Background: an optimization exercise with open tools, aiming at small area. Do not read the settings as production practice.
Where RTL was checked, it was by simulation tests only, not by an equivalence proof against the original.
No functional check of the RTL was part of runs 1 to 5.
Power figures rest on the tool's default switching activity, not on a simulated workload.

--- flow/run.sh ---
#!/bin/bash
# synth_recipe.tcl (not shown) runs the flow's synth.tcl, then flattens the netlist and writes it again
# the make line also repeats each setting of config.mk as NAME=value (left out here)
make -C /OpenROAD-flow-scripts/flow DESIGN_CONFIG=/design/flow/config.mk WORK_HOME=/design/flow/orfs CLKGATE_MAP_FILE= SYNTH_SCRIPT=/design/flow/synth_recipe.tcl finish
--- flow/config.mk ---
export PLATFORM = sky130hd
export DESIGN_NAME = all_mod
export DESIGN_NICKNAME = all_mod
export VERILOG_FILES = /design/flow/design.v
export SDC_FILE = /design/flow/constraint.sdc
export NUM_CORES = 4
export LEC_CHECK = 0
export ABC_AREA = 1
export CAP_MARGIN = 20
export CORE_MARGIN = 2
export CORE_UTILIZATION = 65
export CTS_BUF_LIST = sky130_fd_sc_hd__clkbuf_8
export CTS_CLUSTER_SIZE = 30
export SLEW_MARGIN = 20
--- flow/constraint.sdc ---
create_clock -name core_clock -period 10.0 [get_ports {clk}]
set_input_delay 2.0000 -clock core_clock [delete_from_list [all_inputs] [get_ports {clk}]]
set_output_delay 2.0000 -clock core_clock [all_outputs]
set_load 0.01 [all_outputs]
--- flow/design.v ---
module uart_tx_top(
input clk, rst, baud_pulse, pen, thre, stb, sticky_parity, eps, set_break,
input [7:0] din,
input [1:0] wls,
output reg pop, sreg_empty,tx
);
localparam [1:0] IDLE = 2'd0, START = 2'd1, SEND = 2'd2, PARITY = 2'd3;
reg [1:0] state;
reg [7:0] shft_reg;
reg tx_data;
reg d_parity;
reg [2:0] bitcnt;
reg [4:0] count;
reg parity_out;
wire cz = (count == 5'd0);
always@(posedge clk, posedge rst)
begin
  if(rst)
    begin
    state      <= IDLE;
    count      <= 5'd15;
    pop        <= 1'b0;
    sreg_empty <= 1'b1;
    tx_data    <= 1'b1;
    end
  else
    begin
    pop <= 1'b0;
    if(baud_pulse)
      case(state)
      IDLE:
        if(!thre)
          begin
          if(!cz)
            count <= count - 5'd1;
          else
            begin
            count      <= 5'd15;
            state      <= START;
            pop        <= 1'b1;
            sreg_empty <= 1'b0;
            tx_data    <= 1'b0;
            end
          end
      START:
        if(!cz)
          count <= count - 5'd1;
        else
          begin
          count   <= 5'd15;
          state   <= SEND;
          tx_data <= shft_reg[0];
          end
      SEND:
        if(!cz)
          count <= count - 5'd1;
        else if(bitcnt != 3'd0)
          begin
          count   <= 5'd15;
          tx_data <= shft_reg[0];
          end
        else
          begin
          sreg_empty <= 1'b1;
          if(pen)
            begin
            state   <= PARITY;
            count   <= 5'd15;
            tx_data <= parity_out;
            end
          else
            begin
            state   <= IDLE;
            tx_data <= 1'b1;
            count   <= !stb ? 5'd15 : (wls == 2'b00) ? 5'd23 : 5'd31;
            end
          end
      PARITY:
        if(!cz)
          count <= count - 5'd1;
        else
          begin
          state   <= IDLE;
          tx_data <= 1'b1;
          count   <= !stb ? 5'd15 : (wls == 2'b00) ? 5'd17 : 5'd31;
          end
      endcase
    end
end
always@(posedge clk)
begin
  if(baud_pulse)
    case(state)
    IDLE:
      if(!thre && cz)
        begin
        bitcnt   <= {1'b1, wls};
        shft_reg <= din;
        end
    START:
      if(cz)
        begin
        d_parity <= ^(shft_reg & {wls == 2'b11, wls[1], |wls, 5'h1f});
        shft_reg <= shft_reg >> 1;
        end
    SEND:
      begin
      parity_out <= sticky_parity ? ~eps : ~(d_parity ^ eps);
      if(cz && bitcnt != 3'd0)
        begin
        bitcnt   <= bitcnt - 3'd1;
        shft_reg <= shft_reg >> 1;
        end
      end
    default: ;
    endcase
end
always@(posedge clk, posedge rst)
begin
if(rst)
  tx <= 1'b1;
else
  tx <= tx_data & ~set_break;
end
endmodule
module uart_rx_top(
input clk, rst, baud_pulse, rx, sticky_parity, eps,
input pen,
input [1:0] wls,
output reg push,
output reg pe, fe, bi,
output reg [7:0] dout
    );
localparam [2:0] IDLE = 3'd0, START = 3'd1, READ = 3'd2, PARITY = 3'd3, STOP = 3'd4;
reg [2:0] state;
reg rx_reg;
reg [2:0] bitcnt;
reg [3:0] count;
reg par_bit;
wire exp_parity = sticky_parity ? ~eps : (eps ? ^dout : ~^dout);
wire c7 = (count == 4'd7);
wire c0 = (count == 4'd0);
always@(posedge clk, posedge rst)
begin
if(rst)
  begin
  rx_reg <= 1'b1;
  state  <= IDLE;
  push   <= 1'b0;
  pe     <= 1'b0;
  fe     <= 1'b0;
  bi     <= 1'b0;
  dout   <= 8'h00;
  end
else
  begin
  rx_reg <= rx;
  push   <= 1'b0;
  if(baud_pulse)
    case(state)
    IDLE:
      if(!rx_reg)
        state <= START;
    START:
      if(c7)
        begin
        if(rx)
          state <= IDLE;
        end
      else if(c0)
        begin
        state <= READ;
        pe    <= 1'b0;
        end
    READ:
      if(c7)
        case(wls)
        2'b00: dout <= {3'b000, rx, dout[4:1]};
        2'b01: dout <= {2'b00 , rx, dout[5:1]};
        2'b10: dout <= {1'b0  , rx, dout[6:1]};
        2'b11: dout <= {        rx, dout[7:1]};
        endcase
      else if(c0 && bitcnt == 3'd0)
        state <= pen ? PARITY : STOP;
    PARITY:
      if(c7)
        pe <= rx ^ exp_parity;
      else if(c0)
        state <= STOP;
    STOP:
      if(c7)
        begin
        fe   <= ~rx;
        bi   <= ~rx & ~|dout & ~par_bit;
        push <= 1'b1;
        end
      else if(c0)
        state <= IDLE;
    default: state <= IDLE;
    endcase
  end
end
always@(posedge clk)
begin
if(baud_pulse)
  begin
  count <= (state == IDLE) ? 4'd15 : count - 4'd1;
  if(state == START && c0)
    begin
    bitcnt  <= {1'b1, wls};
    par_bit <= 1'b0;
    end
  if(state == READ && c0 && bitcnt != 3'd0)
    bitcnt <= bitcnt - 3'd1;
  if(state == PARITY && c7)
    par_bit <= rx;
  end
end
endmodule
   typedef struct packed {
    logic  [1:0] rx_trigger;         
    logic [1:0] reserved;           
    logic       dma_mode;           
    logic       tx_rst;             
    logic       rx_rst;             
    logic       ena;                
  } fcr_t;  
   typedef struct packed {
    logic       dlab;
    logic       set_break;
    logic       stick_parity;
    logic       eps;
    logic       pen;
    logic       stb;
    logic [1:0] wls;
  } lcr_t;
   typedef struct packed {
    logic       rx_fifo_error;
    logic       temt;               
    logic       thre;               
    logic       bi;                 
    logic       fe;                 
    logic       pe;                 
    logic       oe;                 
    logic       dr;                 
  } lsr_t;  
 typedef struct packed {
 fcr_t       fcr;
 lcr_t       lcr;
 lsr_t       lsr;
 logic [7:0] scr;
 } csr_t;
 typedef struct packed {
    logic [7:0] dmsb;                
    logic [7:0] dlsb;                
  } div_t;
module regs_uart(
input clk, rst,
input wr_i,rd_i,
input rx_fifo_empty_i,
input rx_oe, rx_pe, rx_fe, rx_bi,
input tx_fifo_empty_i, tx_sreg_empty_i,
input [2:0] addr_i,
input [7:0] din_i,
output tx_push_o,  
output rx_pop_o,  
output baud_out,  
output tx_rst, rx_rst,
output [3:0] rx_fifo_threshold,
output reg [7:0] dout_o,
output csr_t csr_o,
input [7:0] rx_fifo_in
);
csr_t csr;  
wire tx_fifo_wr;
assign tx_fifo_wr = wr_i & (addr_i == 3'b000) & (csr.lcr.dlab == 1'b0);
assign tx_push_o = tx_fifo_wr;   
wire rx_fifo_rd;
assign rx_fifo_rd = rd_i & (addr_i == 3'b000) & (csr.lcr.dlab == 1'b0);
assign rx_pop_o = rx_fifo_rd;  
  div_t dl;
   always @(posedge clk, posedge rst)
     begin
     if (rst)
        dl.dlsb <= 8'h00;
     else if ( wr_i && addr_i == 3'b000 && csr.lcr.dlab == 1'b1)
        begin
        dl.dlsb <= din_i;
        end
     end
   always @(posedge clk, posedge rst)
     begin
     if (rst)
        dl.dmsb <= 8'h00;
     else if ( wr_i && addr_i == 3'b001 && csr.lcr.dlab == 1'b1)
        begin
        dl.dmsb <= din_i;
        end
     end
 reg update_baud;
 reg [15:0] baud_cnt;
 reg baud_pulse;
    always @(posedge clk, posedge rst)
    begin
       if (rst)
         update_baud <= 1'b0;
       else
         update_baud <=  wr_i & (csr.lcr.dlab == 1'b1) & ((addr_i == 3'b000) | (addr_i == 3'b001));
    end
   always @(posedge clk, posedge rst)
   begin
    if (rst)
      baud_cnt  <= 16'h0;
    else if (update_baud || baud_cnt == 16'h0000)
      baud_cnt <= dl;
    else
      baud_cnt <= baud_cnt -1;
   end
   always @(posedge clk, posedge rst)
    begin
      if (rst)
        baud_pulse <= 1'b0;
      else
        baud_pulse <= |dl & ~|baud_cnt;
    end
assign baud_out = baud_pulse;  
   always @(posedge clk, posedge rst)
   begin
     if(rst)
       begin
       csr.fcr <= 8'h00;
       end
      else if (wr_i == 1'b1 && addr_i == 3'h2)
       begin
       csr.fcr.rx_trigger <= din_i[7:6];
       csr.fcr.dma_mode   <= din_i[3];
       csr.fcr.tx_rst     <= din_i[2];
       csr.fcr.rx_rst     <= din_i[1];
       csr.fcr.ena        <= din_i[0];
       end
       else
       begin
       csr.fcr.tx_rst     <= 1'b0;
       csr.fcr.rx_rst     <= 1'b0;
       end
   end
assign tx_rst = csr.fcr.tx_rst;   
assign rx_rst = csr.fcr.rx_rst;
reg [3:0] rx_fifo_th_count;
always_comb
begin
if(csr.fcr.ena == 1'b0)
 begin
  rx_fifo_th_count = 4'd0;
 end
else
 case(csr.fcr.rx_trigger)
  2'b00: rx_fifo_th_count = 4'd1;
  2'b01: rx_fifo_th_count = 4'd4;
  2'b10: rx_fifo_th_count = 4'd8;
  2'b11: rx_fifo_th_count = 4'd14;
 endcase
end
assign rx_fifo_threshold = rx_fifo_th_count;    
 always @(posedge clk, posedge rst)
   begin
     if(rst)
       begin
       csr.lcr <= 8'h00;
       end
     else if (wr_i == 1'b1 && addr_i == 3'h3)
       begin
       csr.lcr <= din_i;
       end
   end
 wire read_lsr;
 assign read_lsr = (rd_i == 1) & (addr_i == 3'h5);
always@(posedge clk, posedge rst)
begin
if(rst)
begin
csr.lsr <= 8'h60;  
end
else
begin
csr.lsr.dr   <=  ~rx_fifo_empty_i;
csr.lsr.oe   <=   rx_oe | (csr.lsr.oe & ~read_lsr);  
csr.lsr.pe   <=   rx_pe;
csr.lsr.fe   <=   rx_fe;
csr.lsr.bi   <=   rx_bi;
csr.lsr.thre <=   tx_fifo_empty_i;
csr.lsr.temt <=   tx_fifo_empty_i & tx_sreg_empty_i;
csr.lsr.rx_fifo_error <= 1'b0;
end
end
 always @(posedge clk, posedge rst)
   begin
     if(rst)
       begin
       csr.scr <= 8'h00;
       end
     else if (wr_i == 1'b1 && addr_i == 3'h7)
       begin
       csr.scr <= din_i;
       end
   end
always@(posedge clk, posedge rst)
begin
if (rst)
  dout_o <= 8'h00;
else
case(addr_i)
0: dout_o <= csr.lcr.dlab ? dl.dlsb : (rx_fifo_empty_i ? 8'h00 : rx_fifo_in);
1: dout_o <= csr.lcr.dlab ? dl.dmsb : 8'h00;  
2: dout_o <= 8'h00;  
3: dout_o <= csr.lcr;  
4: dout_o <= 8'h00;  
5: dout_o <= csr.lsr;  
6: dout_o <= 8'h00;  
7: dout_o <= csr.scr;  
default: ;
endcase
end
assign csr_o = csr;
endmodule
module fifo_top(
input rst, clk, en, clr, push_in, pop_in,
input [7:0] din,
output [7:0] dout,
output empty, overrun
);
reg [7:0] mem [16];
reg [4:0] hd;   
wire empty_t = hd[4];
wire full_t  = en ? (hd == 5'd15) : ~hd[4];
wire push = push_in & ~full_t;
wire pop  = pop_in  & ~empty_t;
assign dout = mem[hd[3:0]];
always@(posedge clk, posedge rst)
begin
if(rst)
  hd <= 5'h1f;
else if(clr)
  hd <= 5'h1f;
else if(push & ~pop)
  hd <= hd + 5'd1;
else if(pop & ~push)
  hd <= hd - 5'd1;
end
always@(posedge clk)
begin
if(push)
  begin
  for(int i = 15; i > 0; i--)
    mem[i] <= mem[i-1];
  mem[0] <= din;
  end
end
reg overrun_t;
always@(posedge clk, posedge rst)
begin
if(rst)
   overrun_t <= 1'b0;
else
   overrun_t <= push_in & full_t;
end
assign empty = empty_t;
assign overrun = overrun_t;
endmodule
module all_mod(
input clk, rst, wr, rd,
input rx,
input [2:0] addr,
input [7:0] din,
output tx,
output [7:0] dout
    );
 csr_t       csr;
 wire baud_pulse;
 wire tx_fifo_pop;
 wire [7:0] tx_fifo_out;
 wire tx_fifo_push;
 wire tx_fifo_empty;
 wire tx_sreg_empty;
 wire r_oe, r_pe, r_fe, r_bi;
 wire rx_fifo_push, rx_fifo_pop;
 wire rx_fifo_empty;
 wire [7:0] rx_out;
 wire [7:0] rx_fifo_out;
 wire [3:0] rx_fifo_threshold;
 wire tx_rst, rx_rst;
regs_uart uart_regs_inst (
    .clk (clk),
    .rst (rst),
    .wr_i (wr),
    .rd_i (rd),
    .rx_fifo_empty_i (rx_fifo_empty),
    .rx_oe (r_oe),
    .rx_pe (r_pe),
    .rx_fe (r_fe),
    .rx_bi (r_bi),
    .tx_fifo_empty_i (tx_fifo_empty),
    .tx_sreg_empty_i (tx_sreg_empty),
    .addr_i (addr),
    .din_i (din),
    .tx_push_o (tx_fifo_push),
    .rx_pop_o (rx_fifo_pop),
    .baud_out (baud_pulse),
    .tx_rst (tx_rst),
    .rx_rst (rx_rst),
    .rx_fifo_threshold (rx_fifo_threshold),
    .dout_o (dout),
    .csr_o (csr),
    .rx_fifo_in(rx_fifo_out)
);
uart_tx_top uart_tx_inst (
    .clk (clk),
    .rst (rst),
    .baud_pulse (baud_pulse),
    .pen (csr.lcr.pen),
    .thre (tx_fifo_empty),
    .stb (csr.lcr.stb),
    .sticky_parity (csr.lcr.stick_parity),
    .eps (csr.lcr.eps),
    .set_break (csr.lcr.set_break),
    .din (tx_fifo_out),
    .wls (csr.lcr.wls),
    .pop (tx_fifo_pop),
    .sreg_empty (tx_sreg_empty),
    .tx (tx)
);
fifo_top tx_fifo_inst (
    .rst (rst),
    .clk (clk),
    .en (csr.fcr.ena),
    .clr (tx_rst),
    .push_in (tx_fifo_push),
    .pop_in (tx_fifo_pop),
    .din (din),
    .dout (tx_fifo_out),
    .empty (tx_fifo_empty),
    .overrun ()
);
 uart_rx_top uart_rx_inst (
    .clk (clk),
    .rst (rst),
    .baud_pulse (baud_pulse),
    .rx (rx),
    .sticky_parity (csr.lcr.stick_parity),
    .eps (csr.lcr.eps),
    .pen (csr.lcr.pen),
    .wls (csr.lcr.wls),
    .push (rx_fifo_push),
    .pe (r_pe),
    .fe (r_fe),
    .bi (r_bi),
    .dout(rx_out)
);
fifo_top rx_fifo_inst (
    .rst (rst),
    .clk (clk),
    .en (csr.fcr.ena),
    .clr (rx_rst),
    .push_in (rx_fifo_push),
    .pop_in (rx_fifo_pop),
    .din (rx_out),
    .dout (rx_fifo_out),
    .empty (rx_fifo_empty),
    .overrun (r_oe)
);
endmodule
==> metrics.cfg, run 1 <==
[outcome]
status = no timing/DRC/antenna violations

[floorplan]
die_y_um = 164
row_count = 58
die_w_um = 164
start_util_pct = 66.1
core_area_sq_um = 25200
die_area_sq_um = 26900
io_pins = 25

[placement]
place.gp.congestion = 0.902
place_worst_setup_slack_ns = 4.46
portBuffers = 24
dpl.hpwl_um = 25500

[clock_tree]
post_cts_resize_count = 0
htree_levels = 2
cts_tree = built
cts_setup_buffers = 0
path_clk_slew_ns = 0.06
postCtsHoldBufs = 0
clk_latency_ns = 0.61
clock_sinks = 383
ctsLongestPathBuffers = 3
cts_made_buffers = 61
cts_root_buf = clkbuf_8

[routing]
drt-pass1-iter-count = 6
wl_per_cell_um = 18.7
avgViaCountPerCell = 5.79
num_vias = 11800
drt_iter0_drc = 1409
totalWireLength_um = 38300
antenna_left = 0
drc = 0

[synthesis]
synth_area_sq_um = 16700
yosysWarningCount = 5
ys_seq_area_share_pct = 66.0
synth_nets = 1638
ys_seq_elements = 383
ys_types = 50
synth.avg_cell_area_sq_um = 10.4
syn_inst = 1597

[timing]
fin_skew_ns = 0.0199
fin_crit_ns = 4.56
worst_pin_slew_ns = 1.01
hold_slack_ns = 0.382
finalHoldViolations = 0
setup_viol = 0
final.period_utilization_pct = 45.6
drv_slew = 0
fmax_ghz = 0.219
rsz0062_at_grt = no
relSlewSlack_pct = 32.5
fin_setup_tns_ns = 0
worst_slack_ns = 5.44

[critical_path]
critPathMaxStageDelay_ns = 0.62
critPathTopFamily = simple AND/OR/NAND/NOR gates
cp_common_cell = nand2_1
start_kind = input port
cp_max_fo = 22
worstSetupPathType = input port to flip-flop
crit_slowest_cell = nor2_4
cp.required_ns = 10.53
worst-path-buf-inv = 4
path_cells = clkdlybuf4s50_1 > clkinv_4 > nand2_1 > nor2_1 > inv_1 > nor2_4 > o21ai_4 > ha_1 > a21o_1 > a31oi_1 > inv_1 > nand2_1 > nand3_1 > nand2_1 > nand2_1
cp.arrival_ns = 5.09
worst_setup_path_end_kind = flip-flop

[power_and_ir_drop]
p_per_area_nw_per_um2 = 233
power.total_mw = 4.27
ir_worst_vdd_uv = 140
p_leak_nw = 7.69

[final_layout]
diodes = 0
final_util_pct = 72.9
reg.largest.list = rx_fifo_inst.mem (128), tx_fifo_inst.mem (128), uart_regs_inst.csr (26)
finish.net_count = 1705
multi_input_area_sq_um = 4940
syn_to_final_growth_pct = 10.2
nFillCells = 1790
drive_above_1_share_pct = 7.41
seq_area_sq_um = 11000

[global_routing]
grt_pass1_vias = 11400
grt_max_degree = 89
grt_use_total_pct = 29.4
overflow = 0
grt_pass1_wl_um = 60400
grt_antenna_before_repair = 0

[job]
maxCapViolCount = 0

[min_path]
hp-class = flip-flop to flip-flop

## logic make-up (layout without fill, tap and decap cells)
family	count (synthesis)	count (layout)	share of synthesized area [%]
buffers and inverters	177	293	4.36
AO/OA/AOI/OAI	171	171	5.73
XOR/XNOR	26	26	1.37
flip-flops	383	383	66.0
adder cells (fa/ha/maj)	25	25	1.97
AND/OR/NAND/NOR	815	815	20.5
## cells in the final DEF, fill, tap and decap left out, drive strengths merged, types with 8 or more instances in the layout
cell	synthesis	layout
nand2	494	494
edfxtp	277	277
inv	144	171
nor2	141	141
nand3	115	115
o21ai	103	103
dfrtp	86	86
clkbuf	9	65
a21oi	32	32
nand4	29	29
clkdlybuf4s50	0	24
ha	23	23
clkinv	3	22
dfstp	20	20
nor3	19	19
xor2	14	14
xnor2	12	12
buf	21	10
o21bai	9	9
o22ai	9	9
nor4	8	8
## synthesized netlist by cell type, drive strengths merged
cell | number | share of area [%]
a2111oi | 1 | 0.053
a211oi | 4 | 0.18
a21o | 1 | 0.045
a21oi | 32 | 0.98
a31oi | 2 | 0.075
and2 | 1 | 0.038
buf | 21 | 0.80
clkbuf | 9 | 0.21
clkinv | 3 | 0.098
dfrtp | 86 | 13
dfstp | 20 | 3.2
edfxtp | 277 | 50
fa | 2 | 0.24
ha | 23 | 1.7
inv | 144 | 3.2
nand2 | 494 | 11
nand3 | 115 | 3.5
nand3b | 4 | 0.20
nand4 | 29 | 1.1
nor2 | 141 | 3.4
nor3 | 19 | 0.60
nor3b | 1 | 0.045
nor4 | 8 | 0.30
o2111ai | 1 | 0.053
o211ai | 3 | 0.14
o21a | 2 | 0.090
o21ai | 103 | 3.2
o21bai | 9 | 0.41
o22ai | 9 | 0.34
o2bb2ai | 2 | 0.11
o31ai | 1 | 0.045
o41ai | 1 | 0.053
or2 | 3 | 0.11
xnor2 | 12 | 0.63
xor2 | 14 | 0.74
## area by class of cell
class / count / share of cell area, %
Clock buffer: 65 / 4.88
Clock inverter: 47 / 1.08
Inverter: 147 / 3.06
Multi-Input combinational cell: 1037 / 26.9
Sequential cell: 383 / 59.9
Tap cell: 330 / 2.25
Timing Repair Buffer: 34 / 1.87
## path summary, 6_finish.rpt
path | startpoint | to | slack, ns | depth (start not counted)
worst max-delay path | addr[0] | tx_fifo_inst.hd[4] | 5.44 | 15
worst min-delay path | uart_rx_inst.pe | uart_regs_inst.csr[10] | 0.38 | 0
worst max register to register | uart_regs_inst.csr[23] | tx_fifo_inst.hd[4] | 6.86 | 14
worst min register to register | uart_rx_inst.pe | uart_regs_inst.csr[10] | 0.38 | 0
max in group asynchronous | rst | uart_regs_inst.baud_cnt[13] | 6.98 | 3
min in group asynchronous | rst | uart_tx_inst.count[4] | 1.78 | 2
## metal layers
metal  vias to the layer above  wire length (um)  GRT usage (%)  part of all wire (%)
met5                         -                 0              0                     0
met4                         0              1110           10.0                   2.9
met3                        94              3620           6.94                   9.5
met2                       540             17300           43.7                    45
met1                      5647             16300           42.9                    43
li1                       5539                 -              -                     -
## where the power goes
part           internal [mW]  leakage [nW]  switching [mW]  total, mW
Sequential              1.84          3.74           0.132       1.97
Combinational          0.338          3.30           0.753       1.09
Clock                  0.598         0.650           0.608       1.21
## stage by stage
step / instances / instance area [sq um]
2_1_floorplan: 1597 / 16700
4_1_cts: 2042 / 18300
3_5_place_dp: 1930 / 17200
3_3_place_gp: 1929 / 17200
6_report: 2043 / 18300
5_1_grt: 2043 / 18300
==> run 2: changes to the inputs <==
--- a/flow/config.mk
+++ b/flow/config.mk
@@ -9,6 +9,5 @@
 export CAP_MARGIN = 20
 export CORE_MARGIN = 2
 export CORE_UTILIZATION = 65
-export CTS_BUF_LIST = sky130_fd_sc_hd__clkbuf_8
-export CTS_CLUSTER_SIZE = 30
+export CTS_BUF_LIST = sky130_fd_sc_hd__clkbuf_4
 export SLEW_MARGIN = 20
==> run 2 against run 1 <==
Synthesized cell count unchanged. Hold slack lost 0.0092 ns. Utilization rose by 0.59 points. Clock skew up 0.025 ns. First-iteration DRC count grew 3.0%. Fmax grew 4.5%. Clock power increased by 8%. Global-route usage grew 0.18 points. Final cell count is 3.3% higher. Critical path type unchanged.
==> metrics.cfg, run 2 <==
[outcome]
status = no timing/DRC/antenna violations

[timing]
worst_pin_slew_ns = 1.07
final.period_utilization_pct = 43.6
fmax_ghz = 0.229
drv_slew = 0
fin_setup_tns_ns = 0
relSlewSlack_pct = 28.1
setup_viol = 0
fin_crit_ns = 4.36
fin_skew_ns = 0.0451
hold_slack_ns = 0.372
rsz0062_at_grt = no
finalHoldViolations = 0

[power_and_ir_drop]
p_leak_nw = 7.77
ir_worst_vdd_uv = 143
p_per_area_nw_per_um2 = 236

[critical_path]
cp_common_cell = nand2_1
cp.required_ns = 10.64
cp_max_fo = 19
critPathMaxStageDelay_ns = 0.59
worst_setup_path_end_kind = flip-flop
start_kind = input port
path_cells = clkdlybuf4s50_1 > clkinv_4 > nand2_1 > nor2_1 > inv_1 > nor2_4 > o21ai_4 > ha_1 > a21o_1 > a31oi_1 > inv_1 > nand2_1 > nand3_1 > nand2_1 > nand2_1
worstSetupPathType = input port to flip-flop
r2r-start = uart_regs_inst.csr[23]
r2r_cells = 14
r2r_end = tx_fifo_inst.hd[4]
rrSetupSlack_ns = 6.95
crit_slowest_cell = nor2_4
cp.arrival_ns = 5.01

[min_path]
hp-class = flip-flop to flip-flop
worstHoldStart = uart_rx_inst.fe
hold_end = uart_regs_inst.csr[11]
hold_depth = 0

[clock_tree]
clock_sinks = 383
path_clk_slew_ns = 0.07
post_cts_resize_count = 0
cts_root_buf = clkbuf_4
clk_latency_ns = 0.73
ctsLongestPathBuffers = 3
cts_tree = built
htree_levels = 3
cts_made_buffers = 97
postCtsHoldBufs = 0
cts_setup_buffers = 0

[synthesis]
synth_top_area_share_pct = 50.0
ys_seq_elements = 383
syn_inst = 1597
yosysTopAreaCell = edfxtp_1
ys_types = 50
yosys-top-cells-area = edfxtp_1, dfrtp_1, nand2_1
synth_ff_type = edfxtp_1
synth_common_cells = nand2_1, edfxtp_1, inv_1, nor2_1, nand3_1
yosysWarningCount = 5
synth_nets = 1638
yosysMostFrequentCell = nand2_1
synthArstFlopShare_pct = 27.7
synth-edff-count = 277
synth.avg_cell_area_sq_um = 10.4
ys_seq_area_share_pct = 66.0
synth_area_sq_um = 16700

[final_layout]
final_area_sq_um = 18500
final_common_cell = nand2_1
drive_above_1_share_pct = 11.5
syn_to_final_growth_pct = 11.1
nFillCells = 1825
finalNonFillerCells = 2110
final_cell_mix = nand2_1, edfxtp_1, inv_1, clkbuf_4, nor2_1
finish.net_count = 1741
reg.largest.list = rx_fifo_inst.mem (128), tx_fifo_inst.mem (128), uart_regs_inst.csr (26)

[floorplan]
die_y_um = 164
core_area_sq_um = 25200
start_util_pct = 66.1
die_area_sq_um = 26900
die_w_um = 164
row_count = 58
io_pins = 25

[placement]
portBuffers = 24
placed_cells = 1930
place.gp.congestion = 0.902
placed_area_sq_um = 17200
dpl.hpwl_um = 25500

[routing]
drc = 0
drt-pass1-iter-count = 6
wl_per_cell_um = 18.2
avgViaCountPerCell = 5.76
totalWireLength_um = 38400
antenna_left = 0
num_vias = 12200
drt_iter0_drc = 1451

[global_routing]
grt_pass1_vias = 11600
grt_max_degree = 89
grt_pass1_wl_um = 60600
grt_use_total_pct = 29.5
grt_antenna_before_repair = 1
overflow = 0

[job]
maxCapViolCount = 0

run 2: how the worst max path moves through the flow:
stage,slack (ns),end,cells after the start,start
2_1_floorplan,0.45,tx_fifo_inst.hd[4],15,addr[0]
3_3_place_gp,4.54,tx_fifo_inst.mem[10][2],7,addr[0]
3_5_place_dp,4.46,tx_fifo_inst.mem[10][2],7,addr[0]
5_1_grt,5.51,tx_fifo_inst.hd[4],15,addr[0]
6_report,5.64,tx_fifo_inst.hd[4],15,addr[0]
4_1_cts,5.26,tx_fifo_inst.mem[2][1],7,addr[0]
run 2: report_power, final:
| part | leakage, nW | total (mW) | switching (mW) | internal (mW) |
|---|---|---|---|---|
| clock network | 0.729 | 1.31 | 0.639 | 0.667 |
| logic | 3.30 | 1.08 | 0.747 | 0.337 |
| registers | 3.74 | 1.97 | 0.131 | 1.84 |
run 2: critical path: cells and delay by family:
| kind | cells | cell delay [ns] |
|---|---|---|
| AO/OA/AOI/OAI | 3 | 0.57 |
| adder cells (fa/ha/maj) | 1 | 0.37 |
| buffers and inverters | 4 | 0.93 |
| AND/OR/NAND/NOR | 7 | 1.14 |
run 2: cell families after synthesis:
family                   Yosys count  synth area share [%]
AND/OR/NAND/NOR                  815                  20.5
XOR/XNOR                          26                  1.37
AO/OA/AOI/OAI                    171                  5.73
buffers and inverters            177                  4.36
flip-flops                       383                  66.0
adder cells (fa/ha/maj)           25                  1.97
run 2: metrics by stage:
| step | utilization [%] | power, mW | worst slack (ns) |
|---|---|---|---|
| after floorplan | - | 2.72 | 0.449 |
| after global placement | 68.3 | 3.03 | 4.54 |
| after detailed placement | 68.4 | 3.06 | 4.46 |
| after CTS | 73.3 | 4.37 | 5.26 |
| after global routing | 73.4 | 4.61 | 5.51 |
| final | 73.4 | 4.36 | 5.64 |
run 2: cell type report:
class                           instances  area (sq um)  area share [%]
Antenna cell                            1          2.50          0.0135
Sequential cell                       383         11000            59.5
Timing Repair Buffer                   34           343            1.85
Tap cell                              330           413            2.23
Inverter                              147           562            3.04
Clock buffer                          138          1040            5.60
Clock inverter                         40           201            1.09
Multi-Input combinational cell       1037          4940            26.7
run 2: layer usage:
layer / vias up / wire [um] / track usage [%]
met5: - / 0 / 0
met4: 0 / 1070 / 10.9
met3: 101 / 3610 / 6.97
met2: 622 / 17200 / 43.6
met1: 5740 / 16500 / 43.2
li1: 5689 / - / -
==> run 3: changes to the inputs <==
--- a/flow/design.v
+++ b/flow/design.v
@@ -1,8 +1,10 @@
 module uart_tx_top(
 input clk, rst, baud_pulse, pen, thre, stb, sticky_parity, eps, set_break,
-input [7:0] din,
+input cap,               
+input [7:0] din,         
 input [1:0] wls,
-output reg pop, sreg_empty,tx
+output dec,              
+output reg sreg_empty,tx
 );
 localparam [1:0] IDLE = 2'd0, START = 2'd1, SEND = 2'd2, PARITY = 2'd3;
 reg [1:0] state;
@@ -13,19 +15,18 @@
 reg [4:0] count;
 reg parity_out;
 wire cz = (count == 5'd0);
+assign dec = baud_pulse & (state == IDLE) & ~thre & cz;
 always@(posedge clk, posedge rst)
 begin
   if(rst)
     begin
     state      <= IDLE;
     count      <= 5'd15;
-    pop        <= 1'b0;
     sreg_empty <= 1'b1;
     tx_data    <= 1'b1;
     end
   else
     begin
-    pop <= 1'b0;
     if(baud_pulse)
       case(state)
       IDLE:
@@ -37,7 +38,6 @@
             begin
             count      <= 5'd15;
             state      <= START;
-            pop        <= 1'b1;
             sreg_empty <= 1'b0;
             tx_data    <= 1'b0;
             end
@@ -89,14 +89,13 @@
 end
 always@(posedge clk)
 begin
+  if(cap)
+    shft_reg <= din;
   if(baud_pulse)
     case(state)
     IDLE:
       if(!thre && cz)
-        begin
         bitcnt   <= {1'b1, wls};
-        shft_reg <= din;
-        end
     START:
       if(cz)
         begin
@@ -423,48 +422,114 @@
 end
 assign csr_o = csr;
 endmodule
-module fifo_top(
-input rst, clk, en, clr, push_in, pop_in,
+module tx_fifo(
+input rst, clk, en, clr, push_in, dec,
 input [7:0] din,
 output [7:0] dout,
-output empty, overrun
+output empty,
+output cap
 );
 reg [7:0] mem [16];
-reg [4:0] hd;   
-wire empty_t = hd[4];
-wire full_t  = en ? (hd == 5'd15) : ~hd[4];
-wire push = push_in & ~full_t;
-wire pop  = pop_in  & ~empty_t;
-assign dout = mem[hd[3:0]];
+reg [4:0] m;       
+reg pend;          
+reg [3:0] fc;      
+reg act;
+wire [4:0] n = m + {4'd0, pend};    
+assign empty = (m == 5'd0) & ~pend;
+wire full = en ? n[4] : ~empty;
+wire push = push_in & ~full;
 always@(posedge clk, posedge rst)
 begin
 if(rst)
-  hd <= 5'h1f;
-else if(clr)
-  hd <= 5'h1f;
-else if(push & ~pop)
-  hd <= hd + 5'd1;
-else if(pop & ~push)
-  hd <= hd - 5'd1;
+  begin
+  m    <= 5'd0;
+  pend <= 1'b0;
+  act  <= 1'b0;
+  end
+else
+  begin
+  pend <= dec & ~clr;
+  if(clr)
+    m <= 5'd0;
+  else
+    m <= m + {4'd0, push} - {4'd0, dec};
+  if(dec)
+    act <= 1'b1;
+  else if(fc == 4'd0)
+    act <= 1'b0;
+  end
 end
+wire [4:0] pos = m + {4'd0, push} - 5'd1;    
 always@(posedge clk)
 begin
-if(push)
-  begin
-  for(int i = 15; i > 0; i--)
-    mem[i] <= mem[i-1];
+if(dec)
+  fc <= 4'd15 - pos[3:0];
+else
+  fc <= fc - 4'd1;
+end
+assign cap = act & (fc == 4'd0);
+assign dout = mem[15];
+always@(posedge clk)
+begin
+if(push | (m == 5'd0))
   mem[0] <= din;
+for(int i = 1; i < 16; i++)
+  if(push | (m <= i))
+    mem[i] <= mem[i-1];
+end
+endmodule
+module rx_fifo(
+input rst, clk, en, clr, push_in, pop_in,
+input [7:0] din,
+output [7:0] dout,
+output empty, overrun
+);
+reg [7:0] mem [16];
+reg [4:0] n;      
+reg [4:0] fl;     
+assign empty = (n == 5'd0);
+wire full = en ? n[4] : ~empty;
+wire push = push_in & ~full;
+wire pop  = pop_in & ~empty;
+wire flush = (fl != 5'd0);
+always@(posedge clk, posedge rst)
+begin
+if(rst)
+  begin
+  n  <= 5'd0;
+  fl <= 5'd0;
   end
+else
+  begin
+  if(clr)
+    n <= 5'd0;
+  else if(push & ~pop)
+    n <= n + 5'd1;
+  else if(pop & ~push)
+    n <= n - 5'd1;
+  if(clr)
+    fl <= 5'd16;
+  else if(flush)
+    fl <= fl - 5'd1;
+  end
+end
+always@(posedge clk)
+begin
+for(int i = 0; i < 15; i++)
+  if(pop | flush | (n <= i))
+    mem[i] <= mem[i+1];
+if(pop | flush | (n <= 15))
+  mem[15] <= din;
 end
+assign dout = flush ? din : mem[0];
 reg overrun_t;
 always@(posedge clk, posedge rst)
 begin
 if(rst)
    overrun_t <= 1'b0;
 else
-   overrun_t <= push_in & full_t;
+   overrun_t <= push_in & full;
 end
-assign empty = empty_t;
 assign overrun = overrun_t;
 endmodule
 module all_mod(
@@ -477,7 +542,7 @@
     );
  csr_t       csr;
  wire baud_pulse;
- wire tx_fifo_pop;
+ wire tx_dec, tx_cap;
  wire [7:0] tx_fifo_out;
  wire tx_fifo_push;
  wire tx_fifo_empty;
@@ -523,23 +588,24 @@
     .sticky_parity (csr.lcr.stick_parity),
     .eps (csr.lcr.eps),
     .set_break (csr.lcr.set_break),
+    .cap (tx_cap),
     .din (tx_fifo_out),
     .wls (csr.lcr.wls),
-    .pop (tx_fifo_pop),
+    .dec (tx_dec),
     .sreg_empty (tx_sreg_empty),
     .tx (tx)
 );
-fifo_top tx_fifo_inst (
+tx_fifo tx_fifo_inst (
     .rst (rst),
     .clk (clk),
     .en (csr.fcr.ena),
     .clr (tx_rst),
     .push_in (tx_fifo_push),
-    .pop_in (tx_fifo_pop),
+    .dec (tx_dec),
     .din (din),
     .dout (tx_fifo_out),
     .empty (tx_fifo_empty),
-    .overrun ()
+    .cap (tx_cap)
 );
  uart_rx_top uart_rx_inst (
     .clk (clk),
@@ -556,7 +622,7 @@
     .bi (r_bi),
     .dout(rx_out)
 );
-fifo_top rx_fifo_inst (
+rx_fifo rx_fifo_inst (
     .rst (rst),
     .clk (clk),
     .en (csr.fcr.ena),
--- a/flow/config.mk
+++ b/flow/config.mk
@@ -9,5 +9,7 @@
 export CAP_MARGIN = 20
 export CORE_MARGIN = 2
 export CORE_UTILIZATION = 65
-export CTS_BUF_LIST = sky130_fd_sc_hd__clkbuf_4
+export CTS_BUF_LIST = sky130_fd_sc_hd__clkbuf_8
+export CTS_CLUSTER_DIAMETER = 100
+export CTS_CLUSTER_SIZE = 20
 export SLEW_MARGIN = 20
==> run 3 against run 2 <==
Still clean on timing, DRC and antenna. Clock power fell by 49%. Combinational power fell by about 30%. Worst setup slack got worse by 0.052 ns. Final area fell by 11%. Synthesized cell count fell by 23%. Sequential power rose by 31%. Clock skew fell by 0.025 ns. Non-clock buffer count fell by 9. Fmax fell by 1.2%. Critical path type unchanged.
==> metrics.cfg, run 3 <==
[critical_path]
r2r_cells = 12
worstSetupPathType = input port to flip-flop
cp_max_fo = 10
worst_setup_path_end_kind = flip-flop
cp.required_ns = 10.47
cp.arrival_ns = 4.89
start_kind = input port
cp-startpoint = addr[2]
r2r_end = tx_fifo_inst.m[4]
r2r-start = tx_fifo_inst.m[4]
rrSetupSlack_ns = 6.96

[routing]
totalWireLength_um = 27600
avgViaCountPerCell = 5.47
wl_per_cell_um = 17.3
antenna_left = 0
drt_iter0_drc = 739
num_vias = 8721
drt-pass1-iter-count = 5
drc = 0

[global_routing]
grt_antenna_before_repair = 0
grt_use_total_pct = 22.4
overflow = 0
grt_pass1_vias = 8228
grt_max_degree = 67
grt_pass1_wl_um = 42800

[clock_tree]
clk_latency_ns = 0.57
clock_sinks = 393
post_cts_resize_count = 0
cts_made_buffers = 23
path_clk_slew_ns = 0.12
cts_root_buf = clkbuf_8
ctsLongestPathBuffers = 3
postCtsHoldBufs = 0
htree_levels = 1
cts_setup_buffers = 0
cts_tree = built

[synthesis]
synth_area_sq_um = 15500
yosys-top-cells-area = edfxtp_1, dfrtp_1, nand2_1
synth.avg_cell_area_sq_um = 12.6
synth_top_area_share_pct = 52.1
yosysWarningCount = 7
synth_ff_type = edfxtp_1
yosysMostFrequentCell = edfxtp_1
synthArstFlopShare_pct = 28.5
synth_nets = 1277
yosysTopAreaCell = edfxtp_1
syn_inst = 1228
synth-edff-count = 269
synth_common_cells = edfxtp_1, nand2_1, inv_1, o21ai_0, dfrtp_1
ys_seq_area_share_pct = 71.8
ys_types = 52
ys_seq_elements = 393

[floorplan]
core_area_sq_um = 23500
die_w_um = 158
row_count = 56
io_pins = 25
start_util_pct = 66.1
die_area_sq_um = 25100
die_y_um = 158

[final_layout]
reg.largest.list = rx_fifo_inst.mem (128), tx_fifo_inst.mem (128), uart_regs_inst.csr (26)
final_common_cell = edfxtp_1
syn_to_final_growth_pct = 6.06
nFillCells = 1663
diodes = 0
final_area_sq_um = 16400
final_cell_mix = edfxtp_1, nand2_1, inv_1, dfrtp_1, o21ai_0
drive_above_1_share_pct = 6.75
finish.net_count = 1307

[timing]
relSlewSlack_pct = 44.0
setup_viol = 0
rsz0062_at_grt = no
finalHoldViolations = 0
fmax_ghz = 0.226
worst_pin_slew_ns = 0.840
worst_slack_ns = 5.58
fin_crit_ns = 4.42
hold_slack_ns = 0.381
final.period_utilization_pct = 44.2
fin_skew_ns = 0.0200
fin_setup_tns_ns = 0
drv_slew = 0

[placement]
dpl.hpwl_um = 19300
place.gp.congestion = 0.859
placed_area_sq_um = 16000
portBuffers = 24
place_worst_setup_slack_ns = 5.00

[power_and_ir_drop]
power.total_mw = 4.01
p_per_area_nw_per_um2 = 244
p_leak_nw = 6.68
ir_worst_vdd_uv = 160

[min_path]
worstHoldStart = uart_rx_inst.fe
hold_depth = 0
hold_end = uart_regs_inst.csr[11]
hp-class = flip-flop to flip-flop

[outcome]
status = no timing/DRC/antenna violations

[job]
maxCapViolCount = 0

-- run 3: cell type report --
cell class	instances	area, sq um	share of cell area, %
clock buffers	23	317	1.92
clock inverters	18	72.6	0.441
inverters	129	492	2.99
multi-input cells	686	3780	23.0
flip-flops and latches	393	11100	67.7
well taps	319	399	2.43
repair buffers	25	248	1.51
-- run 3: logic make-up after synthesis --
logic type | after synthesis | share of synthesized area [%]
buffers and inverters | 149 | 3.89
AND/OR/NAND/NOR | 447 | 13.2
adder cells (fa/ha/maj) | 33 | 2.66
flip-flops | 393 | 71.8
AO/OA/AOI/OAI | 163 | 5.98
XOR/XNOR | 41 | 2.32
multiplexers | 2 | 0.145
-- run 3: stage by stage --
step                      cells  utilization [%]
after detailed placement   1552             68.4
after global routing       1593             70.1
final                      1593             70.1
after CTS                  1593             70.0
after floorplan            1228                -
after global placement     1552             68.3
-- run 3: how the worst max path moves through the flow --
stage | end | slack (ns) | cells after the start
final | tx_fifo_inst.m[4] | 5.58 | 15
after global routing | tx_fifo_inst.m[4] | 5.37 | 15
after CTS | tx_fifo_inst.m[4] | 5.60 | 15
after detailed placement | tx_fifo_inst.m[4] | 5.00 | 15
after global placement | tx_fifo_inst.m[4] | 5.10 | 15
after floorplan | rx_fifo_inst.fl[0] | 5.06 | 1
-- run 3: per-layer routing --
metal	up-vias	track usage (%)	share of wire (%)	wire length [um]
li1	4272	-	-	-
met1	4210	32.5	46	12800
met2	197	37.1	47	13000
met3	42	2.97	4.4	1220
met4	0	5.02	2.3	624
met5	-	0	0	0
-- run 3: where the power goes --
group	total [mW]	internal [mW]	switching, mW
sequential	2.58	2.33	0.248
clock	0.673	0.220	0.453
combinational	0.757	0.257	0.499
total	4.01	2.81	1.20
-- run 3: worst max-delay path, cell delays in order --
cell             delay (ns)
clkdlybuf4s50_1        0.52
inv_2                  0.15
nand3_4                0.11
inv_4                  0.13
nand2_4                0.08
nor2_1                 0.31
nand3_2                0.28
inv_1                  0.17
ha_1                   0.24
inv_1                  0.11
ha_1                   0.18
ha_1                   0.16
nand2_1                0.08
o21a_1                 0.19
nor3_1                 0.16
==> run 4: changes to the inputs <==
==> flow/config.mk (replaced) <==
export PLATFORM = sky130hd
export DESIGN_NAME = all_mod
export DESIGN_NICKNAME = all_mod
export VERILOG_FILES = /design/flow/design.v
export SDC_FILE = /design/flow/constraint.sdc
export NUM_CORES = 4
export LEC_CHECK = 0
export CAP_MARGIN = 20
export CORE_MARGIN = 2
export CORE_UTILIZATION = 65
export CTS_BUF_LIST = sky130_fd_sc_hd__clkbuf_16
export CTS_CLUSTER_DIAMETER = 100
export CTS_CLUSTER_SIZE = 25
export SLEW_MARGIN = 20
==> run 4 against run 3 <==
First-iteration DRC count down 15%. Combinational power shrank 44%. Largest power group unchanged. Still clean. Sequential share of layout area up 0.12 points. Flip-flop and latch count stayed put. Area after synthesis fell by 0.74%. Clock power is 21% higher. Largest cell class unchanged. Critical endpoint unchanged. Critical path depth fell by 2. Worst setup slack lost 0.62 ns. Clock skew fell by 0.0061 ns. Non-clock buffer count up 4.
==> metrics.cfg, run 4 <==
[power_and_ir_drop]
seqPwrFrac_pct = 66.4
power.total_mw = 3.68
cellInternalPower_mw = 2.76
pwr-share-comb_pct = 11.6
switchingPower_mw = 0.924
p_leak_nw = 6.41
p_per_area_nw_per_um2 = 224
clkPwrFrac_pct = 22.0
sw_frac_of_total_pct = 25.1
ir_worst_vdd_uv = 162

[global_routing]
grt_pass1_wl_um = 41900
grt_pass1_vias = 7831
grt_use_total_pct = 22.1
grt_antenna_before_repair = 0
overflow = 0
grt_max_degree = 76

[floorplan]
core_area_sq_um = 23300
io_pins = 25
die_y_um = 158
start_util_pct = 66.0
row_count = 56
die_w_um = 158
die_area_sq_um = 24900

[placement]
portBuffers = 24
place.gp.congestion = 0.850
placed_cells = 1387
dpl.hpwl_um = 18300

[clock_tree]
clock_sinks = 393
postCtsHoldBufs = 0
cts_root_buf = clkbuf_16
cts_made_buffers = 19
cts_setup_buffers = 0
htree_levels = 1
post_cts_resize_count = 0
path_clk_slew_ns = 0.10
cts_tree = built
ctsLongestPathBuffers = 3
clk_latency_ns = 0.52

[critical_path]
start_kind = input port
cp.arrival_ns = 5.49
cp.required_ns = 10.46
cp_max_fo = 23
worstSetupPathType = input port to flip-flop
worst_setup_path_end_kind = flip-flop

[routing]
drc = 0
avgViaCountPerCell = 5.76
drt-pass1-iter-count = 5
totalWireLength_um = 26800
drt_iter0_drc = 628
num_vias = 8186
antenna_left = 0
wl_per_cell_um = 18.9

[timing]
fin_crit_ns = 5.03
worst_pin_slew_ns = 0.947
hold_slack_ns = 0.388
final.period_utilization_pct = 50.3
rsz0062_at_grt = no
setup_viol = 0
fin_setup_tns_ns = 0
relSlewSlack_pct = 36.0
fin_skew_ns = 0.0139
fmax_ghz = 0.199
drv_slew = 0
finalHoldViolations = 0

[synthesis]
yosysTopAreaCell = edfxtp_1
ys_seq_area_share_pct = 72.3
synth_area_sq_um = 15400
synthArstFlopShare_pct = 28.5
syn_inst = 1088
synth_top_area_share_pct = 52.5
ys_types = 67
synth_common_cells = edfxtp_1, dfrtp_1, nand2_1, nor2_1, a21oi_1
yosysMostFrequentCell = edfxtp_1
synth.avg_cell_area_sq_um = 14.1
synth_nets = 1137
ys_seq_elements = 393
synth-edff-count = 269
synth_ff_type = edfxtp_1
yosysWarningCount = 7
yosys-top-cells-area = edfxtp_1, dfrtp_1, ha_1

[final_layout]
syn_to_final_growth_pct = 6.67
finish.net_count = 1138
diodes = 0
drive_above_1_share_pct = 7.27
finalNonFillerCells = 1420
final_cell_mix = edfxtp_1, dfrtp_1, nand2_1, nor2_1, a21oi_1
final_util_pct = 70.4
final_common_cell = edfxtp_1
reg.largest.list = rx_fifo_inst.mem (128), tx_fifo_inst.mem (128), uart_regs_inst.csr (26)

[outcome]
status = no timing/DRC/antenna violations

[job]
maxCapViolCount = 0

[min_path]
hp-class = flip-flop to flip-flop

-- run 4: cell types whose count changed in the layout (fill, tap and decap cells not counted), sizes merged, moves of 8 or more --
cell and delta:
nand3 -54, nor2b +14, a21oi +52, nor3 +8, inv -89, nand2 -153, mux2i +14, o21ai -52
mux2 +41, nor2 -8
-- run 4: worst paths after layout --
| check | start | endpoint | slack [ns] | cells after the start |
|---|---|---|---|---|
| worst max-delay path | addr[0] | tx_fifo_inst.m[4] | 4.97 | 13 |
| worst min-delay path | uart_rx_inst.fe | uart_regs_inst.csr[11] | 0.39 | 0 |
| worst max register to register | tx_fifo_inst.m[2] | tx_fifo_inst.m[4] | 6.28 | 12 |
| worst min register to register | uart_rx_inst.fe | uart_regs_inst.csr[11] | 0.39 | 0 |
| max in group asynchronous | rst | tx_fifo_inst.m[4] | 6.84 | 3 |
| min in group asynchronous | rst | uart_regs_inst.baud_cnt[9] | 1.85 | 2 |
-- run 4: layout make-up --
class / instances / area, sq um
flip-flops and latches: 393 / 11100
multi-input cells: 603 / 3910
well taps: 319 / 399
fillers: 1594 / 6920
inverters: 43 / 164
clock buffers: 19 / 475
repair buffers: 29 / 278
clock inverters: 14 / 57.6
-- run 4: cell families after synthesis --
logic type	count (synthesis)	synth area share, %
muxes	57	4.06
DFF	393	72.3
xor gates and xnor gates	42	2.39
adders and majority gates	33	2.68
buffers and inverters	92	2.35
AOI/OAI and AO/OA	183	7.15
and+or+nand+nor	288	9.03
-- run 4: power by group through the flow --
stage               Combinational (mW)  Sequential (mW)  Clock, mW
finish                           0.427             2.44      0.812
global route                     0.484             2.48      0.892
CTS                              0.433             2.45      0.841
detailed placement               0.429             2.47          0
global placement                 0.418             2.46          0
floorplan                        0.355             2.35          0
-- run 4: per-layer routing --
metal / global-route usage (%) / part of all wire (%) / up-vias
met5: 0 / 0 / -
met1: 32.8 / 47 / 4048
li1: - / - / 3934
met3: 2.66 / 4.0 / 37
met2: 35.9 / 47 / 167
met4: 4.68 / 1.9 / 0
-- run 4: critical path, stage by stage --
cell and delay, ns:
clkdlybuf4s50_1 0.76, nor3_1 0.32, buf_4 0.22, nand2_1 0.08, or3_1 0.66, inv_2 0.15
ha_1 0.21, inv_1 0.08, ha_1 0.21, ha_1 0.23, o31ai_1 0.29, xor2_1 0.15
nor2b_1 0.13
-- run 4: stage by stage --
| stage | worst slack, ns | cell area (sq um) |
|---|---|---|
| after floorplan | 5.06 | 15400 |
| after global placement | 4.51 | 15900 |
| after CTS | 5.01 | 16400 |
| after global routing | 4.68 | 16400 |
| after detailed placement | 4.45 | 15900 |
| final | 4.97 | 16400 |
==> run 5: changes to the inputs <==
--- a/flow/config.mk
+++ b/flow/config.mk
@@ -8,7 +8,7 @@
 export CAP_MARGIN = 20
 export CORE_MARGIN = 2
 export CORE_UTILIZATION = 65
-export CTS_BUF_LIST = sky130_fd_sc_hd__clkbuf_16
-export CTS_CLUSTER_DIAMETER = 100
-export CTS_CLUSTER_SIZE = 25
+export CTS_BUF_LIST = sky130_fd_sc_hd__clkbuf_8
+export CTS_CLUSTER_DIAMETER = 80
+export CTS_CLUSTER_SIZE = 16
 export SLEW_MARGIN = 20
==> run 5 against run 4 <==
Largest cell class unchanged. Largest power group unchanged. Die area unchanged. Final area down 0.28%. Sequential power about the same. Wire length up 0.78%. Worst setup slack better by 0.012 ns. Combinational power about the same. Clock power down 9.1%. Non-clock buffer count unchanged. Highest routed layer unchanged. Area after synthesis unchanged. First-iteration DRC count up 4.0%. Power down 2.0%. Critical path depth unchanged.
==> metrics.cfg, run 5 <==
[outcome]
status = no timing/DRC/antenna violations

[clock_tree]
post_cts_resize_count = 0
cts_made_buffers = 28
ctsLongestPathBuffers = 3
path_clk_slew_ns = 0.09
cts_setup_buffers = 0
cts_tree = built
cts_root_buf = clkbuf_8
postCtsHoldBufs = 0
htree_levels = 1
clock_sinks = 393
clk_latency_ns = 0.57

[routing]
drc = 0
avgViaCountPerCell = 5.71
wl_per_cell_um = 18.8
drt-pass1-iter-count = 5
num_vias = 8207
drt_iter0_drc = 653
totalWireLength_um = 27000
antenna_left = 0

[synthesis]
syn_inst = 1088
ys_seq_area_share_pct = 72.3
synth_top_area_share_pct = 52.5
synth_xor_area_share_pct = 2.39
yosys-top-cells-area = edfxtp_1, dfrtp_1, ha_1
yosys.area_share.adder_pct = 2.68
ys_types = 67
yosysWarningCount = 7
muxShareOfSynthArea_pct = 4.06
synth_compound_area_share_pct = 7.15
synth_area_sq_um = 15400
synth_top_family_by_area = simple AND/OR/NAND/NOR gates
synth-edff-count = 269
synth.avg_cell_area_sq_um = 14.1
synth_nets = 1137
yosysMostFrequentCell = edfxtp_1
synthArstFlopShare_pct = 28.5
synthSimpleGateAreaFrac_pct = 9.03
synth_ff_type = edfxtp_1
yosysTopAreaCell = edfxtp_1
synth_common_cells = edfxtp_1, dfrtp_1, nand2_1, nor2_1, a21oi_1
ys_seq_elements = 393

[min_path]
worstHoldStart = uart_rx_inst.fe
hold_depth = 0
hold_end = uart_regs_inst.csr[11]
hp-class = flip-flop to flip-flop

[critical_path]
rrSetupSlack_ns = 6.28
start_kind = input port
cp.arrival_ns = 5.52
cp_common_cell = ha_1
r2r_end = tx_fifo_inst.m[4]
cp_num_cells = 13
crit_slowest_cell = clkdlybuf4s50_1
critPathTopFamily = buffers and inverters
worstSetupPathType = input port to flip-flop
critPathMaxStageDelay_ns = 0.75
path_cells = clkdlybuf4s50_1 > nor3_1 > buf_4 > nand2_1 > or3_1 > inv_2 > ha_1 > inv_1 > ha_1 > ha_1 > o31ai_1 > xor2_1 > nor2b_1
cp_max_fo = 23
cp.required_ns = 10.50
worst-path-buf-inv = 4
worst_setup_path_end_kind = flip-flop
r2r_cells = 12
r2r-start = tx_fifo_inst.m[2]

[final_layout]
diodes = 0
finish.net_count = 1147
syn_to_final_growth_pct = 6.37
final_util_pct = 70.2
nFillCells = 1581
final_area_sq_um = 16400
final_common_cell = edfxtp_1
finalNonFillerCells = 1438
multi_input_area_sq_um = 3910
drive_above_1_share_pct = 8.04
reg.largest.list = rx_fifo_inst.mem (128), tx_fifo_inst.mem (128), uart_regs_inst.csr (26)
seq_area_sq_um = 11100
final_cell_mix = edfxtp_1, dfrtp_1, nand2_1, nor2_1, a21oi_1

[timing]
final.period_utilization_pct = 50.2
rsz0062_at_grt = no
fin_skew_ns = 0.0185
fin_crit_ns = 5.02
relSlewSlack_pct = 36.6
hold_slack_ns = 0.386
worst_pin_slew_ns = 0.952
setup_viol = 0
drv_slew = 0
finalHoldViolations = 0
fin_setup_tns_ns = 0
worst_slack_ns = 4.98
fmax_ghz = 0.199

[floorplan]
io_pins = 25
core_area_sq_um = 23300
start_util_pct = 66.0
die_w_um = 158
die_y_um = 158
die_area_sq_um = 24900
row_count = 56

[global_routing]
overflow = 0
grt_use_total_pct = 22.4
grt_max_degree = 76
grt_antenna_before_repair = 0
grt_pass1_vias = 7914
grt_pass1_wl_um = 42400

[power_and_ir_drop]
ir_worst_vdd_uv = 151
power.total_mw = 3.61
p_leak_nw = 6.43
p_per_area_nw_per_um2 = 221

[job]
maxCapViolCount = 0

[placement]
placed_cells = 1387
place.gp.congestion = 0.850
dpl.hpwl_um = 18300
placed_area_sq_um = 15900
place_worst_setup_slack_ns = 4.45
portBuffers = 24

## run 5: cell counts after synthesis
No cell type changed its count.
## run 5: kinds of logic after synthesis
logic type / Yosys count
flops: 393
simple gates: 288
compound gates: 183
buf+inv: 92
mux: 57
xor+xnor: 42
fa+ha+maj: 33
## run 5: how the worst max path moves through the flow
stage	slack, ns	startpoint	endpoint
after floorplan	5.06	rst	rx_fifo_inst.fl[0]
after global placement	4.51	addr[0]	tx_fifo_inst.m[4]
after detailed placement	4.45	addr[0]	tx_fifo_inst.m[4]
after CTS	5.05	addr[0]	tx_fifo_inst.m[4]
after global routing	4.71	addr[0]	tx_fifo_inst.m[4]
final	4.98	addr[0]	tx_fifo_inst.m[4]
## run 5: routing by layer
metal | global-route usage [%] | up-vias | wire [um]
met5 | 0 | - | 0
met4 | 4.94 | 0 | 573
met3 | 2.71 | 40 | 989
met2 | 35.9 | 155 | 12900
met1 | 33.5 | 4055 | 12600
li1 | - | 3957 | -
## run 5: cell type report
class / count / area share (%)
clock buffers: 29 / 2.44
clock inverters: 22 / 0.535
inverters: 43 / 1.00
multi-input cells: 603 / 23.9
flip-flops and latches: 393 / 68.0
well taps: 319 / 2.44
repair buffers: 29 / 1.70
## run 5: where the power goes
| part | internal [mW] | switching (mW) | total (mW) |
|---|---|---|---|
| logic | 0.195 | 0.234 | 0.429 |
| registers | 2.21 | 0.230 | 2.44 |
| clock network | 0.272 | 0.466 | 0.738 |
==> run 6: changes to the inputs <==
--- a/flow/design.v
+++ b/flow/design.v
@@ -127,6 +127,7 @@
 input pen,
 input [1:0] wls,
 output reg push,
+output fend,             
 output reg pe, fe, bi,
 output reg [7:0] dout
     );
@@ -139,6 +140,7 @@
 wire exp_parity = sticky_parity ? ~eps : (eps ? ^dout : ~^dout);
 wire c7 = (count == 4'd7);
 wire c0 = (count == 4'd0);
+assign fend = baud_pulse & (state == START) & c7;
 always@(posedge clk, posedge rst)
 begin
 if(rst)
@@ -479,25 +481,24 @@
 end
 endmodule
 module rx_fifo(
-input rst, clk, en, clr, push_in, pop_in,
+input rst, clk, en, clr, push_in, pop_in, fend,
 input [7:0] din,
 output [7:0] dout,
 output empty, overrun
 );
 reg [7:0] mem [16];
 reg [4:0] n;      
-reg [4:0] fl;     
+reg flush;
 assign empty = (n == 5'd0);
 wire full = en ? n[4] : ~empty;
 wire push = push_in & ~full;
 wire pop  = pop_in & ~empty;
-wire flush = (fl != 5'd0);
 always@(posedge clk, posedge rst)
 begin
 if(rst)
   begin
-  n  <= 5'd0;
-  fl <= 5'd0;
+  n     <= 5'd0;
+  flush <= 1'b0;
   end
 else
   begin
@@ -508,9 +509,9 @@
   else if(pop & ~push)
     n <= n - 5'd1;
   if(clr)
-    fl <= 5'd16;
-  else if(flush)
-    fl <= fl - 5'd1;
+    flush <= 1'b1;
+  else if(fend)
+    flush <= 1'b0;
   end
 end
 always@(posedge clk)
@@ -543,6 +544,7 @@
  csr_t       csr;
  wire baud_pulse;
  wire tx_dec, tx_cap;
+ wire rx_fend;
  wire [7:0] tx_fifo_out;
  wire tx_fifo_push;
  wire tx_fifo_empty;
@@ -617,6 +619,7 @@
     .pen (csr.lcr.pen),
     .wls (csr.lcr.wls),
     .push (rx_fifo_push),
+    .fend (rx_fend),
     .pe (r_pe),
     .fe (r_fe),
     .bi (r_bi),
@@ -629,6 +632,7 @@
     .clr (rx_rst),
     .push_in (rx_fifo_push),
     .pop_in (rx_fifo_pop),
+    .fend (rx_fend),
     .din (rx_out),
     .dout (rx_fifo_out),
     .empty (rx_fifo_empty),
--- a/flow/config.mk
+++ b/flow/config.mk
@@ -7,7 +7,7 @@
 export LEC_CHECK = 0
 export CAP_MARGIN = 20
 export CORE_MARGIN = 2
-export CORE_UTILIZATION = 65
+export CORE_UTILIZATION = 80
 export CTS_BUF_LIST = sky130_fd_sc_hd__clkbuf_8
 export CTS_CLUSTER_DIAMETER = 80
 export CTS_CLUSTER_SIZE = 16
==> run 6 against run 5 <==
Clock power is essentially flat. Highest routed layer unchanged. Hold slack better by 0.0045 ns. Clock skew grew 0.0023 ns. Critical path depth is the same. Wire length rose by 5.1%. Combinational power increased by 29%. Clock-buffer cell count did not move. Final cell count fell by 8.3%. Still clean.
==> metrics.cfg, run 6 <==
[final_layout]
final_common_cell = edfxtp_1
final_cell_mix = edfxtp_1, nand2_1, dfrtp_1, inv_1, nor2_1
drive_above_1_share_pct = 11.2
finalNonFillerCells = 1319
diodes = 0
syn_to_final_growth_pct = 6.04
reg.largest.list = rx_fifo_inst.mem (128), tx_fifo_inst.mem (128), uart_regs_inst.csr (26)
finish.net_count = 1110
final_util_pct = 86.3

[global_routing]
grt_max_degree = 56
busiest_layer = met2
grt_antenna_before_repair = 0
overflow = 0
grt_pass1_vias = 8243
grt_use_total_pct = 29.2
grtUsageMet3_pct = 5.87
grt_pass1_wl_um = 44400
grtUsageMet2_pct = 46.2
grt_util_met1_pct = 43.0

[critical_path]
r2r-start = tx_fifo_inst.m[2]
cp.arrival_ns = 5.55
worst_setup_path_end_kind = flip-flop
r2r_end = tx_fifo_inst.fc[3]
cp_max_fo = 24
rrSetupSlack_ns = 6.47
cp.required_ns = 10.47
start_kind = input port
r2r_cells = 12
worstSetupPathType = input port to flip-flop

[floorplan]
io_pins = 25
die_y_um = 142
row_count = 50
core_area_sq_um = 18600
start_util_pct = 81.4
die_area_sq_um = 20100
die_w_um = 142

[synthesis]
synth_area_sq_um = 15200
synth_ff_type = edfxtp_1
synth_common_cells = edfxtp_1, nand2_1, dfrtp_1, nor2_1, o21ai_0
ys_seq_area_share_pct = 72.7
synth-edff-count = 269
synth_top_area_share_pct = 53.2
synth.avg_cell_area_sq_um = 14.6
yosysWarningCount = 7
syn_inst = 1039
ys_seq_elements = 389
yosysTopAreaCell = edfxtp_1
ys_types = 72
synth_nets = 1086
synthArstFlopShare_pct = 27.8
yosys-top-cells-area = edfxtp_1, dfrtp_1, mux2_2
yosysMostFrequentCell = edfxtp_1

[routing]
num_vias = 8458
drt_iter0_drc = 856
totalWireLength_um = 28400
wl_per_cell_um = 21.5
avgViaCountPerCell = 6.41
drt-pass1-iter-count = 5
antenna_left = 0
drc = 0

[placement]
place_worst_setup_slack_ns = 4.36
place.gp.congestion = 0.882
dpl.hpwl_um = 19300
placed_cells = 1267
portBuffers = 24

[min_path]
hold_end = uart_regs_inst.csr[11]
hp-class = flip-flop to flip-flop
worstHoldStart = uart_rx_inst.fe
hold_depth = 0

[timing]
worst_slack_ns = 4.91
fmax_ghz = 0.197
rsz0062_at_grt = no
worst_pin_slew_ns = 1.03
setup_viol = 0
finalHoldViolations = 0
drv_slew = 0
fin_crit_ns = 5.09
relSlewSlack_pct = 30.8
final.period_utilization_pct = 50.9
fin_skew_ns = 0.0207
fin_setup_tns_ns = 0

[power_and_ir_drop]
power.total_mw = 4.00
p_leak_nw = 6.29
ir_worst_vdd_uv = 234
p_per_area_nw_per_um2 = 248

[clock_tree]
post_cts_resize_count = 0
cts_made_buffers = 28
ctsLongestPathBuffers = 3
postCtsHoldBufs = 0
clock_sinks = 389
cts_setup_buffers = 0
cts_root_buf = clkbuf_8
clk_latency_ns = 0.59
cts_tree = built
path_clk_slew_ns = 0.10
htree_levels = 1

[job]
maxCapViolCount = 0

[outcome]
status = no timing/DRC/antenna violations

run 6: changes by cell type after synthesis, sizes merged, moves of 9 or more:
cell	change
nand2	+15
clkbuf	-16
nor2	-17
nor3	-9
a21oi	-30
run 6: cell type report:
type / count / area (sq um)
clock inverters: 23 / 98.8
inverters: 42 / 160
flip-flops and latches: 389 / 11000
repair buffers: 28 / 270
well taps: 234 / 293
multi-input cells: 574 / 3830
clock buffers: 29 / 399
fillers: 878 / 2560
run 6: where the power goes:
part	internal, mW	total, mW	switching, mW
registers	2.40	2.71	0.307
clock network	0.273	0.739	0.466
logic	0.215	0.552	0.337
total	2.89	4.00	1.11
run 6: worst max-delay path by stage:
stage / startpoint / endpoint / slack, ns
floorplan: rst / rx_fifo_inst.flush / 5.17
global placement: addr[0] / tx_fifo_inst.fc[3] / 4.52
detailed placement: addr[0] / tx_fifo_inst.fc[3] / 4.36
CTS: addr[0] / tx_fifo_inst.fc[3] / 4.98
global route: addr[0] / tx_fifo_inst.m[4] / 4.66
finish: addr[0] / tx_fifo_inst.fc[3] / 4.91
run 6: routing by layer:
metal | vias to the layer above | part of all wire [%]
met3 | 65 | 9.6
met1 | 4123 | 40
met2 | 455 | 48
met5 | - | 0
met4 | 0 | 2.5
li1 | 3815 | -
run 6: worst max-delay path: stages:
cell,delay [ns]
clkdlybuf4s50_1,0.85
nor4_4,0.64
nand2_1,0.16
nor3_1,0.16
a21oi_1,0.06
buf_4,0.20
inv_1,0.10
ha_1,0.29
or4b_2,0.62
o21ai_0,0.09
a21oi_1,0.10
xnor2_1,0.18
mux2i_1,0.09
run 6: cells by family after synthesis:
kind of cell	count (synthesis)	synth area share [%]
flip-flops	389	72.7
AND/OR/NAND/NOR	291	9.53
AO/OA/AOI/OAI	151	6.36
buffers and inverters	76	2.05
multiplexers	62	4.53
XOR/XNOR	39	2.25
adder cells (fa/ha/maj)	31	2.56
run 6: stage by stage:
step / area (sq um) / hold WS (ns)
floorplan: 15200 / 0.350
global placement: 15600 / 0.359
detailed placement: 15600 / 0.361
CTS: 16100 / 0.389
global route: 16100 / 0.394
finish: 16100 / 0.390

## port drivers added, routing unchanged
The results above use ideal ports. As a check the final layouts listed here were re-extracted and re-timed, cells and wires unchanged. Step 1: set_driving_cell puts a clkbuf_16 on clk and a buf_2 on each other input, an assumption about the parent block. Step 2 times the ports against the registers' clock, not the clock port: input delays grow and output delays shrink by t, the midpoint of the rising clock arrivals with the driver on. Slacks: ideal ports / drivers / drivers and shift; pairs: ideal ports / drivers.
run	shift t [ns]	slack for setup (ns)	hold WS [ns]	clock arrival spread, ns	slew at the worst register clock pin (ns)
run 1	0.643	5.441 / 5.464 / 4.821	0.382 / 0.382 / 0.382	0.021 / 0.021	0.07 / 0.07
run 2	0.752	5.636 / 5.660 / 4.908	0.372 / 0.372 / 0.372	0.051 / 0.050	0.08 / 0.08
run 3	0.599	5.584 / 5.603 / 5.003	0.381 / 0.381 / 0.381	0.021 / 0.021	0.12 / 0.12
run 4	0.560	4.966 / 4.984 / 4.424	0.388 / 0.388 / 0.388	0.021 / 0.021	0.10 / 0.10
run 5	0.610	4.979 / 4.994 / 4.384	0.386 / 0.386 / 0.386	0.024 / 0.024	0.11 / 0.11
run 6	0.623	4.914 / 4.934 / 4.311	0.390 / 0.390 / 0.390	0.022 / 0.021	0.10 / 0.10
After both steps setup and hold are still met in every run listed. The setup slack of run 2, which loses most, moves by +0.024 ns with the drivers and by -0.728 ns with both steps.
